From an optimization exercise on the open Yosys and OpenROAD flow, aimed at small area; shortcuts taken in it are not production practice.
Only simulation tests tie the RTL to the original design; equivalence was not proved.
The clock port is modelled as an ideal driver, which makes a skipped or thinned clock tree look cheaper than it is; a real chip needs a root buffer or a tree.

==> amber <==
Design Traffic_light, start of the top module:
module Traffic_light(
	input button_bressed, clk, reset,
	output green_led, yellow_led, red_led
    );
==> module delay_s, before the edit <==
module delay_s (
	input clk,
	input load,
	output timeout
    );
	localparam [20:0] P  = 21'haaaaa;
	localparam [20:0] C1 = 21'h5bc56;
	reg  [20:0] q;
	wire [20:0] c = q ^ P;
	assign timeout = ((c & 21'h1ffbfb) == 21'h1893c9);
	always @(posedge clk) begin
		q[20:1] <= (load ? C1[20:1] : c[19:0]) ^ P[20:1];
		q[0] <= ~(load | timeout) & (c[20] ^ c[1]);
	end
endmodule
==> module debounce, before the edit <==
module debounce(
	input button_bressed, clk, reset,
	output button_state
    );
	localparam [9:0] P  = 10'h2aa;
	localparam [9:0] S0 = 10'h155;
	reg b, cnt;
	reg  [9:0] q;
	wire [9:0] d = q ^ P;
	wire timeout = ((d & 10'h2ff) == 10'h2aa);
	always @(posedge clk, posedge reset)
		if (reset) begin
			b <= 1'b0;
			cnt <= 1'b0;
		end else if (cnt) begin
			if (timeout) begin
				cnt <= 1'b0;
				b <= button_bressed;
			end
		end else
			cnt <= button_bressed ^ b;
	always @(posedge clk)
		q <= (cnt ? {d[8:0], d[9] ^ d[6]} : S0) ^ P;
	assign button_state = b;
endmodule
==> module Traffic_light, before the edit <==
module Traffic_light(
	input button_bressed, clk, reset,
	output green_led, yellow_led, red_led
    );
	reg [2:0] s;
	wire b, timeout;
	debounce db (
		.button_bressed(button_bressed),
		.clk(clk),
		.reset(reset),
		.button_state(b)
	);
	wire t0 = (s == 3'b000);
	delay_s tm (
		.clk(clk),
		.load(t0),
		.timeout(timeout)
	);
	always @(posedge clk, posedge reset)
		if (reset)
			s <= 3'b000;
		else case (s)
			3'b000: if (b) s <= 3'b100;
			3'b100: if (timeout) s <= 3'b010;
			3'b010: if (b) s <= 3'b011; else if (timeout) s <= 3'b000;
			3'b011: if (timeout) s <= 3'b001;
			3'b001: if (timeout) s <= 3'b000;
			default: s <= 3'b000;
		endcase
	assign green_led = t0;
	assign yellow_led = s[2];
	assign red_led = s[1] | s[0];
endmodule
export LEC_CHECK = 0
export CAP_MARGIN = 20
export CORE_MARGIN = 2
export CORE_UTILIZATION = 25
export SLEW_MARGIN = 20
create_clock -name core_clock -period 10.0 [get_ports {clk}]
standard.sh (not shown) runs the stock make flow with config.mk's settings and CLKGATE_MAP_FILE= SYNTH_SCRIPT=/design/flow/synth_recipe.tcl, a recipe that flattens the netlist after the stock synthesis.
==> flow/flow/run.sh <==
#!/bin/bash
# Own layout flow: the standard ORFS flow (standard.sh) with
#  - the standard synthesis script, except that ABC maps with an area script,
#  - unit-size port buffers,
#  - a one-level clock tree built by flow/cts.tcl (3 buf_4 buffers off the clock port),
#  - power recovery (downsizing of gates off the critical path).
# Each step's full output stays in orfs/logs; make's output goes to flow_make.log.
set -euo pipefail
W=$PWD
export MY_ABC_SCRIPT=$W/flow/area.script
export MY_CTS_N=${MY_CTS_N:-3}
export MY_CTS_BUF=${MY_CTS_BUF:-sky130_fd_sc_hd__buf_4}
bash standard.sh \
  SYNTH_SCRIPT=$W/flow/my_synth.tcl \
  BUFFER_PORTS_ARGS="-buffer_cell sky130_fd_sc_hd__buf_1" \
  PRE_CTS_TCL=$W/flow/cts.tcl \
  RECOVER_POWER=100 \
  finish > $W/flow_make.log 2>&1
==> flow/flow/area.script <==
strash
dch -f
amap
topo
==> flow/flow/cts.tcl <==
# PRE_CTS_TCL hook: replaces clock_tree_synthesis with a one-level clock tree.
# The flip-flops are split into MY_CTS_N groups by position (k-means); each group
# gets one MY_CTS_BUF buffer at its centre, driven straight from the clock port.
rename clock_tree_synthesis orig_clock_tree_synthesis
proc clock_tree_synthesis {args} {
  set block [ord::get_db_block]
  set db [ord::get_db]
  set k $::env(MY_CTS_N)
  set master [$db findMaster $::env(MY_CTS_BUF)]
  set clk [$block findNet clk]
  set sinks {}
  foreach it [$clk getITerms] {
    if {[$it isInputSignal] || [[$it getMTerm] getSigType] == "CLOCK" || [$it getMTerm] != ""} {
      lappend sinks $it
    }
  }
  # positions
  set pts {}
  foreach it $sinks {
    set b [[$it getInst] getBBox]
    lappend pts [list [expr {([$b xMin]+[$b xMax])/2.0}] [expr {([$b yMin]+[$b yMax])/2.0}]]
  }
  set n [llength $sinks]
  # k-means, initialised by sorting on x+y
  set order [lsort -real -indices [lmap p $pts {expr {[lindex $p 0]*1.0+[lindex $p 1]}}]]
  set cent {}
  for {set c 0} {$c < $k} {incr c} {
    lappend cent [lindex $pts [lindex $order [expr {int(($c+0.5)*$n/$k)}]]]
  }
  for {set iter 0} {$iter < 50} {incr iter} {
    set asg {}
    foreach p $pts {
      set best 0; set bd 1e30
      for {set c 0} {$c < $k} {incr c} {
        set q [lindex $cent $c]
        set d [expr {abs([lindex $p 0]-[lindex $q 0]) + abs([lindex $p 1]-[lindex $q 1])}]
        if {$d < $bd} { set bd $d; set best $c }
      }
      lappend asg $best
    }
    set newc {}
    for {set c 0} {$c < $k} {incr c} {
      set sx 0; set sy 0; set m 0
      foreach p $pts a $asg { if {$a == $c} { set sx [expr {$sx+[lindex $p 0]}]; set sy [expr {$sy+[lindex $p 1]}]; incr m } }
      if {$m > 0} { lappend newc [list [expr {$sx/$m}] [expr {$sy/$m}]] } else { lappend newc [lindex $cent $c] }
    }
    set cent $newc
  }
  for {set c 0} {$c < $k} {incr c} {
    set inst [odb::dbInst_create $block $master "clkbuf_leaf_$c"]
    set net [odb::dbNet_create $block "clknet_leaf_$c"]
    $net setSigType CLOCK
    [$inst findITerm A] connect $clk
    [$inst findITerm X] connect $net
    set q [lindex $cent $c]
    $inst setLocation [expr {int([lindex $q 0])}] [expr {int([lindex $q 1])}]
    $inst setPlacementStatus PLACED
    set m 0
    foreach it $sinks a $asg {
      if {$a == $c} { $it disconnect; $it connect $net; incr m }
    }
    puts "clock group $c: $m sinks, buffer at $q"
  }
  set_propagated_clock [all_clocks]
}
==> flow/flow/my_synth.tcl <==
proc synth {args} { yosys synth -nofsm -noshare {*}$args }
proc abc {args} {
  set i [lsearch -exact $args -script]
  if {$i >= 0 && [info exists ::env(MY_ABC_SCRIPT)]} { set args [lreplace $args [expr {$i+1}] [expr {$i+1}] $::env(MY_ABC_SCRIPT)] }
  yosys abc {*}$args
}
source $::env(SCRIPTS_DIR)/synth.tcl
# left out here: clear keep_hierarchy, flatten, clean up, hide names made inside functions, write 1_2_yosys.v
==> onyx: changes against amber <==
--- a/flow/design.v
+++ b/flow/design.v
@@ -6,2 +6,3 @@
 	localparam [20:0] P  = 21'haaaaa;
+	localparam [20:0] T  = 21'h1893c9;
 	localparam [20:0] C1 = 21'h5bc56;
@@ -9,7 +10,6 @@
 	wire [20:0] c = q ^ P;
-	assign timeout = ((c & 21'h1ffbfb) == 21'h1893c9);
-	always @(posedge clk) begin
-		q[20:1] <= (load ? C1[20:1] : c[19:0]) ^ P[20:1];
-		q[0] <= ~(load | timeout) & (c[20] ^ c[1]);
-	end
+	assign timeout = (c == T);
+	wire fb = c[20] ^ c[1] ^ timeout;
+	always @(posedge clk)
+		q <= (load ? C1 : {c[19:0], fb}) ^ P;
 endmodule
@@ -19,4 +19,5 @@
     );
-	localparam [9:0] P  = 10'h2aa;
-	localparam [9:0] S0 = 10'h155;
+	localparam [9:0] P    = 10'h2aa;
+	localparam [9:0] S0   = 10'h3ff;
+	localparam [9:0] TERM = 10'h7f;
 	reg b, cnt;
@@ -24,3 +25,3 @@
 	wire [9:0] d = q ^ P;
-	wire timeout = ((d & 10'h2ff) == 10'h2aa);
+	wire timeout = (d == TERM);
 	always @(posedge clk, posedge reset)
==> flow/run.sh (new file) <==
#!/bin/bash
# synth_recipe.tcl (not shown) runs the flow's synth.tcl, then flattens the netlist and writes it again
# the make line also repeats each setting of config.mk as NAME=value (left out here)
make -C /OpenROAD-flow-scripts/flow DESIGN_CONFIG=/design/flow/config.mk WORK_HOME=/design/flow/orfs CLKGATE_MAP_FILE= SYNTH_SCRIPT=/design/flow/synth_recipe.tcl finish
- CTS_BUF_LIST: default -> sky130_fd_sc_hd__clkbuf_8
- CTS_CLUSTER_DIAMETER: default -> 200
- CTS_CLUSTER_SIZE: default -> 40
removed: flow/flow/run.sh
removed: flow/flow/area.script
removed: flow/flow/cts.tcl
removed: flow/flow/my_synth.tcl
removed: flow/standard.sh
==> harbor: changes against amber <==
==> flow/design.v (replaced) <==
module delay_s (
	input clk,
	input load,
	output timeout
    );
	reg  [20:0] q;
	wire [20:0] c = q ^ 21'haaaaa;
	assign timeout = ((c & 21'h1fffbe) == 21'h112792);
	always @(posedge clk) begin
		q[0] <= (load ? 1'b1 : (c[20] ^ c[1])) ^ 1'b0;
		q[1] <= ((load | timeout) ? 1'b0 : c[0]) ^ 1'b1;
		q[2] <= (load ? 1'b1 : c[1]) ^ 1'b0;
		q[3] <= (load ? 1'b1 : c[2]) ^ 1'b1;
		q[4] <= (load ? 1'b0 : c[3]) ^ 1'b0;
		q[5] <= (load ? 1'b1 : c[4]) ^ 1'b1;
		q[6] <= (load ? 1'b0 : c[5]) ^ 1'b0;
		q[7] <= (load ? 1'b1 : c[6]) ^ 1'b1;
		q[8] <= (load ? 1'b0 : c[7]) ^ 1'b0;
		q[9] <= (load ? 1'b0 : c[8]) ^ 1'b1;
		q[10] <= (load ? 1'b0 : c[9]) ^ 1'b0;
		q[11] <= (load ? 1'b1 : c[10]) ^ 1'b1;
		q[12] <= (load ? 1'b1 : c[11]) ^ 1'b0;
		q[13] <= (load ? 1'b1 : c[12]) ^ 1'b1;
		q[14] <= (load ? 1'b1 : c[13]) ^ 1'b0;
		q[15] <= (load ? 1'b0 : c[14]) ^ 1'b1;
		q[16] <= (load ? 1'b1 : c[15]) ^ 1'b0;
		q[17] <= (load ? 1'b1 : c[16]) ^ 1'b1;
		q[18] <= (load ? 1'b0 : c[17]) ^ 1'b0;
		q[19] <= (load ? 1'b1 : c[18]) ^ 1'b1;
		q[20] <= (load ? 1'b0 : c[19]) ^ 1'b0;
	end
endmodule
module debounce(
	input button_bressed, clk, reset,
	output button_state
    );
	localparam [9:0] P  = 10'h2aa;
	localparam [9:0] S0 = 10'h155;
	reg b, cnt;
	reg  [9:0] q;
	wire [9:0] d = q ^ P;
	wire timeout = ((d & 10'h2ff) == 10'h2aa);
	always @(posedge clk, posedge reset)
		if (reset) begin
			b <= 1'b0;
			cnt <= 1'b0;
		end else if (cnt) begin
			if (timeout) begin
				cnt <= 1'b0;
				b <= button_bressed;
			end
		end else
			cnt <= button_bressed ^ b;
	always @(posedge clk)
		q <= (cnt ? {d[8:0], d[9] ^ d[6]} : S0) ^ P;
	assign button_state = b;
endmodule
module Traffic_light(
	input button_bressed, clk, reset,
	output green_led, yellow_led, red_led
    );
	reg g, a, x;
	wire b, timeout;
	debounce db (
		.button_bressed(button_bressed),
		.clk(clk),
		.reset(reset),
		.button_state(b)
	);
	delay_s tm (
		.clk(clk),
		.load(g),
		.timeout(timeout)
	);
	always @(posedge clk, posedge reset)
		if (reset) begin
			g <= 1'b1;
			a <= 1'b0;
			x <= 1'b1;
		end else begin
			g <= g ? ~b : (timeout & (((~a & x) & ~b) | (a & x)));
			a <= g ? (a & ~b) : (((~a & ~x) & (timeout ? 1'b0 : 1'b0)) | ((~a & x) & (b ? 1'b1 : 1'b0)) | ((a & ~x) & (timeout ? 1'b1 : 1'b1)) | ((a & x) & 1'b1));
			x <= g ? (x & ~b) : (((~a & ~x) & (timeout ? 1'b1 : 1'b0)) | ((~a & x) & (b ? 1'b0 : 1'b1)) | ((a & ~x) & (timeout ? 1'b1 : 1'b0)) | ((a & x) & 1'b1));
		end
	assign green_led = g;
	assign yellow_led = ~(a | x);
	assign red_led = ~(g | yellow_led);
endmodule
--- a/flow/flow/cts.tcl
+++ b/flow/flow/cts.tcl
@@ -1,3 +1,4 @@
 # PRE_CTS_TCL hook: replaces clock_tree_synthesis with a one-level clock tree.
-# The flip-flops are split into MY_CTS_N groups by position (k-means); each group
+# The flip-flops are split into MY_CTS_N groups of near-equal size by position
+# (k-means with a size cap); each group
 # gets one MY_CTS_BUF buffer at its centre, driven straight from the clock port.
@@ -12,5 +13,3 @@
   foreach it [$clk getITerms] {
-    if {[$it isInputSignal] || [[$it getMTerm] getSigType] == "CLOCK" || [$it getMTerm] != ""} {
-      lappend sinks $it
-    }
+    lappend sinks $it
   }
@@ -30,11 +29,20 @@
   for {set iter 0} {$iter < 50} {incr iter} {
-    set asg {}
+    # capacity-limited assignment: nearest pairs first, at most ceil(n/k) per group
+    set cap [expr {($n + $k - 1) / $k}]
+    set pairs {}
+    set i 0
     foreach p $pts {
-      set best 0; set bd 1e30
       for {set c 0} {$c < $k} {incr c} {
         set q [lindex $cent $c]
-        set d [expr {abs([lindex $p 0]-[lindex $q 0]) + abs([lindex $p 1]-[lindex $q 1])}]
-        if {$d < $bd} { set bd $d; set best $c }
+        lappend pairs [list [expr {abs([lindex $p 0]-[lindex $q 0]) + abs([lindex $p 1]-[lindex $q 1])}] $i $c]
       }
-      lappend asg $best
+      incr i
+    }
+    set asg [lrepeat $n -1]
+    set fill [lrepeat $k 0]
+    foreach pr [lsort -real -index 0 $pairs] {
+      lassign $pr d i c
+      if {[lindex $asg $i] >= 0 || [lindex $fill $c] >= $cap} continue
+      lset asg $i $c
+      lset fill $c [expr {[lindex $fill $c] + 1}]
     }
==> results.json <==
{
  "sh_seq_area_pct": 65.4,
  "critical_path.top_delay_family": "flip-flops",
  "comb.multi_input.count": 57,
  "fin_hold_ws_ps": 382,
  "switching_share_pct": 22.0,
  "core-area_mm2": 0.00400,
  "drt-initial-drc-count": 7,
  "fmax_mhz": 308,
  "grt_pass1_vias": 647,
  "fin_worst_skew_ps": 7.15,
  "crit_end": "red_led",
  "place_area_mm2": 0.00112,
  "fillCellCount": 398,
  "hpwl_mm": 1.20,
  "rows": 23,
  "status": "no timing/DRC/antenna violations",
  "yosys.area_share.simple_pct": 21.3,
  "met3_usage_pct": 0.974,
  "avgRoutedWirePerCell_um": 10.4
}
The numbers above come from harbor.

==> results.json <==
{
  "fin_worst_skew_ps": 4.51,
  "rows": 24,
  "comb.multi_input.count": 63,
  "fillCellCount": 436,
  "hpwl_mm": 1.36,
  "fmax_mhz": 245,
  "met3_usage_pct": 3.06,
  "place_area_mm2": 0.00126,
  "yosys.area_share.simple_pct": 25.5,
  "drt-initial-drc-count": 59,
  "sh_seq_area_pct": 54.3,
  "switching_share_pct": 28.3,
  "fin_hold_ws_ps": 374,
  "avgRoutedWirePerCell_um": 11.0,
  "critical_path.top_delay_family": "buffers and inverters",
  "status": "no timing/DRC/antenna violations"
}
The numbers above come from onyx.

==> results.json <==
{
  "drt-initial-drc-count": 17,
  "rows": 23,
  "fillCellCount": 435,
  "crit_end": "green_led",
  "fin_worst_skew_ps": 13.2,
  "fmax_mhz": 282,
  "met3_usage_pct": 0.436,
  "core-area_mm2": 0.00409,
  "fin_hold_ws_ps": 370,
  "sh_seq_area_pct": 63.1,
  "critical_path.top_delay_family": "simple AND/OR/NAND/NOR gates",
  "avgRoutedWirePerCell_um": 10.2,
  "status": "no timing/DRC/antenna violations",
  "place_area_mm2": 0.00116
}
The numbers above come from amber.

In amber and harbor the design's own scripts or RTL, not TritonCTS, make the clock network.

[separate check: timing with driven ports]
The flow's constraints put no driver on any port. The routed layouts listed below were extracted and timed again, unchanged, in two steps. Step 1 (the two cells are an assumption about what drives the block):
set clk [get_ports {clk}]
set_driving_cell -lib_cell sky130_fd_sc_hd__clkbuf_16 $clk
set_driving_cell -lib_cell sky130_fd_sc_hd__buf_2 [delete_from_list [all_inputs] $clk]
Step 2 adds t to the input delays and takes it off the output delays; t is the mean of the earliest and latest rising clock arrival at the registers after step 1. Input paths then give back, and output paths get back, about the clock's delay inside the block. Three values: no drivers, after step 1, after step 2; two values: the first two.
run | t, ns | setup WS [ns] | worst setup path after step 2
amber | 0.174 | 6.449 / 6.415 / 6.590 | register to output
onyx | 0.303 | 5.910 / 5.889 / 6.192 | register to output
harbor | 0.178 | 6.748 / 6.712 / 6.890 | register to output
After both steps setup and hold are still met in every run listed.
